Source: an optimization exercise on an open RTL-to-GDS flow (aim: small area, a short achievable clock period and few clock cycles per item). Production flows keep margins and buffers that such runs may drop. Where RTL was checked, it was by simulation tests only, not by an equivalence proof against the original.

Setup of sierra:
// MLP_RTL_IP_v1_0
module MLP_RTL_IP_v1_0 (
    ACLK,
    ARESETN,
    S_AXIS_TREADY,
    S_AXIS_TDATA,
    S_AXIS_TLAST,
    S_AXIS_TVALID,
    M_AXIS_TVALID,
    M_AXIS_TDATA,
    M_AXIS_TLAST,
    M_AXIS_TREADY
);
Size in the first run: ~2,900 cells after synthesis, roughly 440 flip-flops.
Settings: LEC_CHECK=0, CAP_MARGIN=20, CORE_MARGIN=2, CORE_UTILIZATION=40, SETUP_SLACK_MARGIN=2.5, SLEW_MARGIN=20, SYNTH_HIERARCHICAL=1, SYNTH_MINIMUM_KEEP_SIZE=0; clock period 6.0 ns.
run.sh (not shown) runs the stock make flow with config.mk's settings and CLKGATE_MAP_FILE= SYNTH_SCRIPT=/design/flow/synth_recipe.tcl, a recipe that flattens the netlist after the stock synthesis.
Testbench counts of sierra, summed over its fixed seeds: cycles 2,144, items 1,024.
Here is what was changed in the inputs of maple compared with sierra.
- a deleted SETUP_SLACK_MARGIN that had been 2.5
### Flow results
- The higher maximum clock rate of maple and sierra is in sierra.
- Looking at number of vias after detailed routing, maple sits below sierra.
- On proportion of cell area spent on the clock network, maple and sierra are basically level.
- Looking at synthesis-to-finish area growth across maple and sierra, the one that comes out lower is maple.
- sierra has a higher count of non-filler cells in the finished layout than maple.
- maple vs. sierra: global routing usage summed across all routing layers level, worst setup slack after layout shrank by 550 ps.

Another version of the RTL of MLP_RTL_IP_v1_0 (not shown whole).
Size in the first run: about 3000 cells after synthesis, roughly 520 flip-flops, ~72 I/O pins.
## MLP_RTL_IP_v1_0
module MLP_RTL_IP_v1_0 (
    ACLK,
    ARESETN,
    S_AXIS_TREADY,
    S_AXIS_TDATA,
    S_AXIS_TLAST,
    S_AXIS_TVALID,
    M_AXIS_TVALID,
    M_AXIS_TDATA,
    M_AXIS_TLAST,
    M_AXIS_TREADY
);
Settings: LEC_CHECK=0, ABC_CLOCK_PERIOD_IN_PS=2900, CAP_MARGIN=20, CORE_MARGIN=2, CORE_UTILIZATION=40, CTS_BUF_LIST=sky130_fd_sc_hd__clkbuf_16, CTS_CLUSTER_DIAMETER=80, CTS_CLUSTER_SIZE=30, SETUP_SLACK_MARGIN=3.2, SLEW_MARGIN=20, SYNTH_HIERARCHICAL=1, SYNTH_MINIMUM_KEEP_SIZE=0; clock period 6.0 ns.
The first run ran to the end with no violations.
Testbench counts at the start, summed over its fixed seeds: cycles 2,152, items 1,024.
==> next run, changes <==
ABC_CLOCK_PERIOD_IN_PS = unset   (was 2900)
CORE_UTILIZATION = 60   (was 40)
CTS_BUF_LIST = unset   (was sky130_fd_sc_hd__clkbuf_16)
CTS_CLUSTER_DIAMETER = unset   (was 80)
CTS_CLUSTER_SIZE = unset   (was 30)
First-iteration DRC count went down by a few percent.
Wire length is higher by a little under a tenth.
Worst setup slack gets worse by 0.019 ns.
Core utilization goes up by 23 points.
Sequential cell count does not change.
Global-route usage rises by 11 points.
Fmax drops slightly.
Final cell count falls by a little under a tenth.
Cell area climbs by a few percent.
==> next run, changes <==
CORE_UTILIZATION = 40   (was 60)
CTS_BUF_LIST = sky130_fd_sc_hd__clkbuf_16   (was unset)
CTS_CLUSTER_DIAMETER = 80   (was unset)
CTS_CLUSTER_SIZE = 30   (was unset)
SETUP_SLACK_MARGIN = 3.1   (was 3.2)
Non-clock buffer count came out lower by 90.
Synthesized cell count is unchanged.
Via count came out lower by 6.9%.
==> next run, changes <==
SETUP_SLACK_MARGIN = 3.3   (was 3.1)
=> Die area stays the same; cell area is higher by 6.9%; setup slack gains 0.063 ns; worst hold slack gains 0.0061 ns; area after synthesis does not change; synthesized cell count stays the same.

MLP_RTL_IP_v1_0, a different RTL version from the one above (not shown whole).
Size: about 2,900 cells after synthesis, about 72 I/O pins, roughly 0.032 mm2 of cells after synthesis.
## MLP_RTL_IP_v1_0
module MLP_RTL_IP_v1_0 (
    ACLK,
    ARESETN,
    S_AXIS_TREADY,
    S_AXIS_TDATA,
    S_AXIS_TLAST,
    S_AXIS_TVALID,
    M_AXIS_TVALID,
    M_AXIS_TDATA,
    M_AXIS_TLAST,
    M_AXIS_TREADY
);
make LEC_CHECK=0 CAP_MARGIN=20 CORE_MARGIN=2 CORE_UTILIZATION=40 SETUP_SLACK_MARGIN=2.5 SLEW_MARGIN=20 SYNTH_HIERARCHICAL=1 SYNTH_MINIMUM_KEEP_SIZE=0 finish   # period 6.0 ns
The starting point finished clean.
Rerun with:
SETUP_SLACK_MARGIN = 3.0   (was 2.5)
Result: Routed wire length increases by 10%; worst setup slack improves by 0.014 ns; sequential cell count stays the same; core utilization goes up by 4.3 points.
Function was not checked in any run of this note: the RTL went through the layout flow alone.

MLP_RTL_IP_v1_0, a different RTL version from the one above (not shown whole).
For scale: about 2700 cells after synthesis, about 520 flip-flops, roughly 72 I/O pins, roughly 31000 µm² of cells after synthesis.
clock: 6.0 ns
lec_check: 0
cap_margin: 20
core_margin: 2
core_utilization: 40
cts_buf_list: sky130_fd_sc_hd__clkbuf_16
cts_cluster_diameter: 80
cts_cluster_size: 30
setup_slack_margin: 3.0
slew_margin: 20
synth_hierarchical: 1
synth_minimum_keep_size: 0
The baseline finished with timing, DRC and antenna clean.
Testbench counts at the start, summed over its fixed seeds: cycles 2,160, items 1,024.
==> next run, changes <==
Settings changed: SETUP_SLACK_MARGIN 3.0 to 3.3.
Routed wire length rose by 3.8%; core utilization went up by 3.0 points; maximum frequency rises by 2.9%.

MLP_RTL_IP_v1_0, a different RTL version from the one above (not shown whole).
For scale: ~3,000 cells after synthesis, about 520 flip-flops, ~35,000 um^2 of cells after synthesis.
==> flow/config.mk <==
export PLATFORM = sky130hd
export DESIGN_NAME = MLP_RTL_IP_v1_0
export DESIGN_NICKNAME = MLP_RTL_IP_v1_0
export VERILOG_FILES = /design/flow/design.v
export SDC_FILE = /design/flow/constraint.sdc
export NUM_CORES = 4
export LEC_CHECK = 0
export CAP_MARGIN = 20
export CORE_MARGIN = 2
export CORE_UTILIZATION = 40
export SETUP_SLACK_MARGIN = 3.2
export SLEW_MARGIN = 20
export SYNTH_HIERARCHICAL = 1
export SYNTH_MINIMUM_KEEP_SIZE = 0
==> flow/constraint.sdc <==
create_clock -name core_clock -period 6.0 [get_ports {ACLK}]
set_input_delay 1.2000 -clock core_clock [delete_from_list [all_inputs] [get_ports {ACLK}]]
set_output_delay 1.2000 -clock core_clock [all_outputs]
set_load 0.01 [all_outputs]
Then changed:
Settings changed: SETUP_SLACK_MARGIN 3.2 to 2.8.
Outcome:
- non-clock buffer count fell by 109
- count of clock-buffer cells in the layout grows by 9
- die area does not change
Then changed:
Settings changed: SETUP_SLACK_MARGIN 2.8 to 3.6.
Outcome: Worst hold slack improved by 13 ps; final cell count rose by 6.4%; clock skew rises by 16 ps; core utilization rises by 7.7 points; routed wire length climbs by 8.6%; worst setup slack gets better by 290 ps; area after synthesis is unchanged.
Then changed:
Settings changed: SETUP_SLACK_MARGIN 3.6 to 3.4.
What happened: The changed run finished clean. Design area decreases by a few percent. Synthesized area does not change. Worst setup slack degrades by 37 ps. Via count barely changes.
No functional check of the RTL was part of any run of this note.

MLP_RTL_IP_v1_0, a different RTL version from the one above (not shown whole).
Size in the first run: about 2600 cells after synthesis, about 470 flip-flops, roughly 72 I/O pins, about 29000 um2 of cells after synthesis.
==> flow/config.mk <==
export PLATFORM = sky130hd
export DESIGN_NAME = MLP_RTL_IP_v1_0
export DESIGN_NICKNAME = MLP_RTL_IP_v1_0
export VERILOG_FILES = /design/flow/design.v
export SDC_FILE = /design/flow/constraint.sdc
export NUM_CORES = 4
export LEC_CHECK = 0
export CAP_MARGIN = 20
export CORE_MARGIN = 2
export CORE_UTILIZATION = 40
export CTS_BUF_LIST = sky130_fd_sc_hd__clkbuf_16
export CTS_CLUSTER_DIAMETER = 80
export CTS_CLUSTER_SIZE = 30
export SETUP_SLACK_MARGIN = 3.15
export SLEW_MARGIN = 20
export SYNTH_HIERARCHICAL = 1
export SYNTH_MINIMUM_KEEP_SIZE = 0
==> flow/constraint.sdc <==
create_clock -name core_clock -period 6.0 [get_ports {ACLK}]
set_input_delay 1.2000 -clock core_clock [delete_from_list [all_inputs] [get_ports {ACLK}]]
set_output_delay 1.2000 -clock core_clock [all_outputs]
set_load 0.01 [all_outputs]
Testbench counts at the start, summed over its fixed seeds: cycles 2,152, items 1,024.
==> next run, changes <==
CORE_UTILIZATION = 47   (was 40)
SETUP_SLACK_MARGIN = 3.0   (was 3.15)
After rerunning:
- via count fell by 2.7%
- utilization rose by 6.0 points
- design area fell by 3.5%

Setup of v56:
MLP_RTL_IP_v1_0 with an RTL version that a note above also has.
For scale: ~520 flip-flops, roughly 34,000 um^2 of cells after synthesis.
==> flow/config.mk <==
export PLATFORM = sky130hd
export DESIGN_NAME = MLP_RTL_IP_v1_0
export DESIGN_NICKNAME = MLP_RTL_IP_v1_0
export VERILOG_FILES = /design/flow/design.v
export SDC_FILE = /design/flow/constraint.sdc
export NUM_CORES = 4
export LEC_CHECK = 0
export CAP_MARGIN = 20
export CORE_MARGIN = 2
export CORE_UTILIZATION = 40
export CTS_BUF_LIST = sky130_fd_sc_hd__clkbuf_4 sky130_fd_sc_hd__clkbuf_8
export SETUP_SLACK_MARGIN = 3.2
export SLEW_MARGIN = 20
export SYNTH_HIERARCHICAL = 1
export SYNTH_MINIMUM_KEEP_SIZE = 0
==> flow/constraint.sdc <==
create_clock -name core_clock -period 6.0 [get_ports {ACLK}]
set_input_delay 1.2000 -clock core_clock [delete_from_list [all_inputs] [get_ports {ACLK}]]
set_output_delay 1.2000 -clock core_clock [all_outputs]
set_load 0.01 [all_outputs]
Testbench counts of v56, summed over its fixed seeds: cycles 2,152, items 1,024.
## Diff of input files: v26 against v56
Settings: putting CTS_CLUSTER_DIAMETER at 80 where nothing was set; swapping 40 for 50 in CORE_UTILIZATION; swapping sky130_fd_sc_hd__clkbuf_4 sky130_fd_sc_hd__clkbuf_8 for sky130_fd_sc_hd__clkbuf_16 in CTS_BUF_LIST; putting CTS_CLUSTER_SIZE at 30 where nothing was set.
==> run notes <==
Against v56 as the reference, v26 delivers a higher starting density of the core. Summary of v26 over v56: HPWL after detailed placement increased about 2.4%; number of global-route vias before repair increased 553. Comparing v26 and v56, the lower post-layout worst setup margin was measured on v26. Against v56, v26 comes in 0.13 ns lower on worst slack at placement. Routed wire length is lower on v56. Higher critical path depth among v26 and v56: v56. The worst-case clock skew of v26 was superior to that of v56. Cmp v26 vs v56: site row count lower in v26.
## Diff of input files: v15 against v26
Settings: clearing CTS_BUF_LIST, which used to be sky130_fd_sc_hd__clkbuf_16; clearing CTS_CLUSTER_SIZE, which used to be 30; clearing CTS_CLUSTER_DIAMETER, which used to be 80; swapping 50 for 40 in CORE_UTILIZATION.
Notes after the runs:
v15 finished every step from synthesis to the final layout, and the layout passed the timing, DRC and antenna checks. Between v26 and v15, the difference in clock skew is negligible. The run showing the smaller minimum clock period after layout is v15. Comparing v26 and v15, met1 track utilization from global routing is lower on v15. v15 vs v26, register fraction of the total cell area went down by 0.87 points. Comparing v26 and v15, the higher core occupancy in the finished layout was measured on v26. On number of top-level pins, v26 and v15 are basically level. Hold slack: v15 vs v26 down 0.021 ns.
> inputs changed (v15 -> v37)
Settings: an added CTS_BUF_LIST of sky130_fd_sc_hd__clkbuf_16; an added CTS_CLUSTER_DIAMETER of 80; a change of SETUP_SLACK_MARGIN from 3.2 to 3.0; an added CTS_CLUSTER_SIZE of 30.
Findings:
[v37 vs v15] quantity of gates resized following cts: lower in v37
Compared with v15, in v37 share of final layout cell area taken by clock buffers and inverters now smaller; global-route wire length before repair moved down; global routing usage on met1 roughly the same.
Of v15 and v37, the run reporting the lower share of post-route cells with drive strength above 1 was v37.
The setup slack reported for v37 is smaller than that of v15 by 0.13 ns.
When v37 is set beside v15, its utilization turns out to be 2.5 points smaller.
~same number of vias per cell after detailed routing in v15 and v37
v37 — number of post-CTS setup repair buffers 21 lower, v15 as reference
Relative to v15, routed wire length on met2 has gone down in v37.

-- re-timing with driven ports --
Ports are ideal in the flow. The routed layouts listed here were re-timed in OpenROAD. Step 1 (the two cells are an assumption about what drives the block):
set clk [get_ports {ACLK}]
set_driving_cell -lib_cell sky130_fd_sc_hd__clkbuf_16 $clk
set_driving_cell -lib_cell sky130_fd_sc_hd__buf_2 [delete_from_list [all_inputs] $clk]
Step 2 moves the port delays by t, midway between the first and last clock arrival at a register: inputs arrive t later, outputs are due t later. That takes back most of the time a late clock gives input paths. Slacks: no drivers / after step 1 / after step 2; pairs: no drivers / after step 1.
run	t (ns)	slack for setup (ns)	hold slack, ns	worst setup path after step 2	pins driven straight from the clock port
sierra	0.656	2.510 / 2.510 / 2.221	0.311 / 0.311 / 0.311	input to register	1
maple	0.656	1.956 / 1.894 / 2.124	0.311 / 0.311 / 0.311	register to register	1
the first run of note 2	0.661	3.115 / 3.115 / 2.671	0.328 / 0.328 / 0.328	input to register	1
the second run of note 2	0.681	3.096 / 3.096 / 2.723	0.316 / 0.316 / 0.316	input to register	1
the third run of note 2	0.663	3.029 / 3.029 / 2.606	0.292 / 0.292 / 0.292	input to register	1
the fourth run of note 2	0.667	3.092 / 3.092 / 2.725	0.299 / 0.299 / 0.299	input to register	1
the first run of note 3	0.643	2.510 / 2.510 / 2.112	0.325 / 0.325 / 0.325	input to register	1
the second run of note 3	0.645	2.524 / 2.524 / 2.485	0.324 / 0.324 / 0.324	input to register	1
the first run of note 4	0.651	3.037 / 2.995 / 2.583	0.328 / 0.328 / 0.328	input to register	1
the second run of note 4	0.668	3.121 / 3.121 / 2.868	0.331 / 0.331 / 0.331	input to register	1
the first run of note 5	0.661	3.168 / 3.168 / 2.691	0.321 / 0.321 / 0.321	input to register	1
the second run of note 5	0.677	2.921 / 2.921 / 2.347	0.310 / 0.310 / 0.310	input to register	1
the third run of note 5	0.672	3.211 / 3.211 / 2.765	0.323 / 0.323 / 0.323	input to register	1
the fourth run of note 5	0.682	3.174 / 3.174 / 2.743	0.315 / 0.315 / 0.315	input to register	1
the first run of note 6	0.665	2.937 / 2.937 / 2.658	0.325 / 0.325 / 0.325	input to register	1
the second run of note 6	0.661	3.003 / 3.003 / 2.569	0.332 / 0.332 / 0.332	input to register	1
v56	0.748	3.080 / 3.080 / 2.587	0.319 / 0.319 / 0.319	input to register	1
v26	0.695	3.037 / 3.037 / 2.644	0.316 / 0.316 / 0.316	input to register	1
v15	0.689	3.133 / 3.133 / 2.647	0.296 / 0.296 / 0.296	input to register	1
v37	0.672	3.006 / 3.006 / 2.512	0.328 / 0.328 / 0.328	input to register	1
After both steps setup and hold are still met in every run listed. For the second run of note 5, which loses most, drivers alone change the setup slack by 0.000 ns; drivers and shift together by -0.574 ns.
